This design comes from an exercise in tuning for small area on the open sky130 flow, not from production work.
Only simulation tests tie the RTL to the original design; equivalence was not proved.
Power is estimated from default activity; no workload was simulated.

==> flow/design.v <==
module fb_vin_path (
    input  logic         rstn_i,
    input  logic         vin_clk_i,
    input  logic         vin_hsync_i,
    input  logic         vin_vsync_i,
    input  logic         vin_de_i,
    input  logic         vin_ce_i,
    input  logic [7:0]   vin_r_i,
    input  logic [7:0]   vin_g_i,
    input  logic [7:0]   vin_b_i,
    input  logic [9:0]   vin_width_i,
    input  logic [8:0]   vin_height_i,
    output logic         pack_wr_o,
    output logic [127:0] pack_data_o,
    output logic [9:0]   vin_buf_start_pixel_o,
    output logic [9:0]   vin_buf_start_word_o,
    output logic [8:0]   vin_buf_line_o,
    output logic         vin_buf_data_ready_o,
    output logic         vin_buf_data_flush_o,
    output logic [9:0]   vin_line_length_o,
    output logic [1:0]   vin_frame_slot_o
);
logic       hs1, vs1;
logic [5:0] pos;         
logic       bz;          
logic [8:0] line;        
wire hs_rise  = vin_hsync_i & ~hs1;
wire vs_rise  = vin_vsync_i & ~vs1;
wire acc      = vin_de_i & vin_ce_i;
wire pos_nz   = |pos;
wire burst    = acc & (pos == 6'd47);
wire fl_next  = hs_rise & pos_nz;
wire evt      = burst | fl_next;
wire [9:0] swc = bz ? 10'd0 : vin_buf_start_word_o + 10'd9;
wire [9:0] sw_next = evt ? swc : vin_buf_start_word_o;
logic [9:0] len9;
assign vin_line_length_o = len9 + 10'd9;
wire line_inc  = hs_rise & (pos_nz | (~bz & (vin_buf_start_word_o[5:0] != 6'd55)));
wire [5:0] sw6 = vin_buf_start_word_o[5:0];
wire [5:0] spo = sw6 + {sw6[4:0], 1'b0} + {sw6[2:0], 3'b000} + {sw6[0], 5'b00000};
assign vin_buf_start_pixel_o = {spo, 4'b0000};
always_ff @(posedge vin_clk_i or negedge rstn_i) begin
    if (!rstn_i) begin
        hs1 <= 1'b0;
        vs1 <= 1'b0;
        pos <= '0;
        bz <= 1'b1;
        line <= '0;
        vin_buf_start_word_o <= '0;
        vin_buf_line_o <= '0;
        vin_buf_data_ready_o <= 1'b0;
        vin_buf_data_flush_o <= 1'b0;
        len9 <= 10'h3f7;
        vin_frame_slot_o <= '0;
    end else begin
        hs1 <= vin_hsync_i;
        vs1 <= vin_vsync_i;
        vin_buf_data_ready_o <= burst;
        vin_buf_data_flush_o <= fl_next;
        if (hs_rise)
            pos <= '0;
        else if (acc)
            pos <= (pos == 6'd47) ? 6'd0 : pos + 6'd1;
        if (hs_rise)
            bz <= 1'b1;
        else if (burst)
            bz <= 1'b0;
        vin_buf_start_word_o <= sw_next;
        if (evt) begin
            vin_buf_line_o <= line;
        end
        if (vs_rise)
            line <= '0;
        else if (line_inc)
            line <= line + 9'd1;
        if (line_inc)
            len9 <= sw_next;
        if (vs_rise && (line == vin_height_i))
            vin_frame_slot_o <= (vin_frame_slot_o == 2'd3) ? 2'd1 : vin_frame_slot_o + 2'd1;
    end
end
logic        pw;         
logic [23:0] pix;        
logic [3:0]  align;      
logic [15:0] ovf_data;   
logic        clr;        
wire ovf = pack_wr_o & (align[3:2] == 2'b00) & (align[1] ^ align[0]);
wire flush_go = vin_buf_data_flush_o & (align != 4'd0);
logic [2:0] rsel;
always_comb begin
    case (align)
        4'd0, 4'd3, 4'd6, 4'd9, 4'd12, 4'd15: rsel = 3'b001;
        4'd1, 4'd4, 4'd7, 4'd10, 4'd13:       rsel = 3'b010;
        default:                              rsel = 3'b100;
    endcase
    rsel = rsel & {3{~clr}};
end
wire [23:0] lane = ({24{rsel[0]}} & pix)
                 | ({24{rsel[1]}} & {pix[15:0], pix[23:16]})
                 | ({24{rsel[2]}} & {pix[7:0], pix[23:8]});
always_ff @(posedge vin_clk_i or negedge rstn_i) begin
    if (!rstn_i) begin
        pw <= 1'b0;
        align <= '0;
        pack_wr_o <= 1'b0;
        clr <= 1'b1;
    end else begin
        pw <= acc;
        align <= flush_go ? 4'd0 : (pw ? align + 4'd3 : align);
        pack_wr_o <= (pw & (align >= 4'd13)) | flush_go;
        clr <= 1'b0;
    end
end
always_ff @(posedge vin_clk_i) begin
    pix <= {vin_r_i, vin_g_i, vin_b_i};
    ovf_data <= lane[23:8];
end
wire [3:0]  pos_lo = 4'b0001 << align[1:0];
wire [3:0]  pos_hi = (4'b0001 << align[3:2]) & {4{pw}};
wire [15:0] wpos;
genvar j;
generate
    for (j = 0; j < 16; j = j + 1) begin : g_pos
        assign wpos[j] = pos_lo[j % 4] & pos_hi[j / 4];
    end
    for (j = 0; j < 16; j = j + 1) begin : g_byte
        wire we = clr | wpos[j] | ((j >= 1) ? wpos[(j + 15) % 16] : 1'b0)
                      | ((j >= 2) ? wpos[(j + 14) % 16] : 1'b0);
        if (j < 2) begin : g_wrap
            wire cp = ovf & (align > j);
            always_ff @(posedge vin_clk_i) begin
                if (cp)
                    pack_data_o[j*8 +: 8] <= ovf_data[j*8 +: 8];
                else if (we)
                    pack_data_o[j*8 +: 8] <= lane[(j%3)*8 +: 8];
            end
        end else begin : g_plain
            always_ff @(posedge vin_clk_i) begin
                if (we)
                    pack_data_o[j*8 +: 8] <= lane[(j%3)*8 +: 8];
            end
        end
    end
endgenerate
endmodule
Settings: LEC_CHECK=0, ABC_AREA=1, CAP_MARGIN=20, CORE_MARGIN=2, CORE_UTILIZATION=60, PLACE_DENSITY=0.75, SLEW_MARGIN=20; clock period 8.0 ns.
standard.sh (not shown) runs the stock make flow with config.mk's settings and CLKGATE_MAP_FILE= SYNTH_SCRIPT=/design/flow/synth_recipe.tcl, a recipe that flattens the netlist after the stock synthesis.
==> flow/flow/run.sh <==
#!/bin/bash
# The standard layout (standard.sh) with three changes:
#  - synthesis is synth_recipe.tcl unchanged except that adders are left to
#    ABC instead of being mapped to the platform's adder cells first
#    (ADDER_MAP_FILE empty), ABC maps the logic with
#    flow/abc_area_map.script (area-oriented amap) instead of ORFS's
#    abc_area.script, and ABC does not use the weak _0 cells that have the
#    same area as their _1 versions; registers are mapped before ABC, so
#    they are the same;
#  - the port buffers use the smallest buffer cell;
#  - clock tree synthesis uses clkbuf_8 leaf buffers on clusters of up to
#    15 registers, without dummy loads.
# All of ORFS's output goes to standard.log in this folder.
set -o pipefail
HERE=$(pwd)
{
  head -n 1 synth_recipe.tcl
  cat <<'EOT'
proc abc {args} {
  set i [lsearch $args -script]
  if {$i >= 0} { set args [lreplace $args [expr {$i + 1}] [expr {$i + 1}] $::env(FLOW_ABC_SCRIPT)] }
  foreach c {o21ai_0 a21boi_0 and2_0 or2_0 o311ai_0} { lappend args -dont_use sky130_fd_sc_hd__$c }
  yosys abc {*}$args
}
EOT
  tail -n +2 synth_recipe.tcl
} > flow_synth.tcl
sed "s#SYNTH_SCRIPT=[^ ]*#SYNTH_SCRIPT=$HERE/flow_synth.tcl ADDER_MAP_FILE=#" standard.sh > flow_standard.sh
export FLOW_ABC_SCRIPT="$HERE/flow/abc_area_map.script"
export BUFFER_PORTS_ARGS="-buffer_cell sky130_fd_sc_hd__buf_1"
export CTS_ARGS="-sink_clustering_enable -repair_clock_nets -dont_use_dummy_load -buf_list {sky130_fd_sc_hd__clkbuf_8} -sink_clustering_size 15 -sink_clustering_max_diameter 60"
bash flow_standard.sh > standard.log 2>&1
==> flow/flow/abc_area_map.script <==
strash
dc2
dc2
dch -f
amap -m -F 10 -A 10
topo
Rerun with:
--- a/flow/design.v
+++ b/flow/design.v
@@ -20,35 +20,36 @@
     output logic [9:0]   vin_line_length_o,
     output logic [1:0]   vin_frame_slot_o
 );
 logic       hs1, vs1;
 logic [5:0] pos;         
 logic       bz;          
-logic [8:0] line;        
+logic [1:0] lmode;       
 wire hs_rise  = vin_hsync_i & ~hs1;
 wire vs_rise  = vin_vsync_i & ~vs1;
 wire acc      = vin_de_i & vin_ce_i;
 wire pos_nz   = |pos;
 wire burst    = acc & (pos == 6'd47);
 wire fl_next  = hs_rise & pos_nz;
 wire evt      = burst | fl_next;
 wire [9:0] swc = bz ? 10'd0 : vin_buf_start_word_o + 10'd9;
 wire [9:0] sw_next = evt ? swc : vin_buf_start_word_o;
 logic [9:0] len9;
 assign vin_line_length_o = len9 + 10'd9;
 wire line_inc  = hs_rise & (pos_nz | (~bz & (vin_buf_start_word_o[5:0] != 6'd55)));
+wire [8:0] line = (lmode[1] ? 9'd0 : vin_buf_line_o) + {8'd0, lmode[0]};
 wire [5:0] sw6 = vin_buf_start_word_o[5:0];
 wire [5:0] spo = sw6 + {sw6[4:0], 1'b0} + {sw6[2:0], 3'b000} + {sw6[0], 5'b00000};
 assign vin_buf_start_pixel_o = {spo, 4'b0000};
 always_ff @(posedge vin_clk_i or negedge rstn_i) begin
     if (!rstn_i) begin
         hs1 <= 1'b0;
         vs1 <= 1'b0;
         pos <= '0;
         bz <= 1'b1;
-        line <= '0;
+        lmode <= 2'b00;
         vin_buf_start_word_o <= '0;
         vin_buf_line_o <= '0;
         vin_buf_data_ready_o <= 1'b0;
         vin_buf_data_flush_o <= 1'b0;
         len9 <= 10'h3f7;
         vin_frame_slot_o <= '0;
@@ -67,15 +68,17 @@
             bz <= 1'b0;
         vin_buf_start_word_o <= sw_next;
         if (evt) begin
             vin_buf_line_o <= line;
         end
         if (vs_rise)
-            line <= '0;
+            lmode <= 2'b10;
         else if (line_inc)
-            line <= line + 9'd1;
+            lmode <= (evt | ~lmode[1]) ? 2'b01 : 2'b11;
+        else if (evt)
+            lmode <= 2'b00;
         if (line_inc)
             len9 <= sw_next;
         if (vs_rise && (line == vin_height_i))
             vin_frame_slot_o <= (vin_frame_slot_o == 2'd3) ? 2'd1 : vin_frame_slot_o + 2'd1;
     end
 end
What happened: The new run went through all stages and came out clean; critical path depth came out lower by 9; count of clock-buffer cells in the layout came out lower by 1; sequential power falls by about 3%; total power came out lower by 4.7%; maximum frequency rises by 2.1%.

[port drivers added, routing unchanged]
The flow's constraints put no driver on any port. The routed layouts listed below were extracted and timed again, unchanged, in two steps.
Step 1 (the two cells are an assumption about what drives the block):
set clk [get_ports {vin_clk_i}]
set_driving_cell -lib_cell sky130_fd_sc_hd__clkbuf_16 $clk
set_driving_cell -lib_cell sky130_fd_sc_hd__buf_2 [delete_from_list [all_inputs] $clk]
Step 2 adds t to the input delays and takes it off the output delays; t is the mean of the earliest and latest rising clock arrival at the registers after step 1. Input paths then give back, and output paths get back, about the clock's delay inside the block.
a / b / c = no drivers / after step 1 / after step 2; a / b = the first two.
run | t (ns) | slack for setup (ns) | clock arrival spread, ns | worst data-port slew with drivers (ns)
the first run | 0.520 | 3.588 / 3.605 / 3.086 | 0.050 / 0.049 | 0.04
the second run | 0.499 | 3.677 / 3.641 / 3.278 | 0.035 / 0.035 | 0.06
After both steps every run listed still meets setup and hold. For the first run, which loses most, drivers alone change the setup slack by +0.017 ns; drivers and shift together by -0.502 ns.
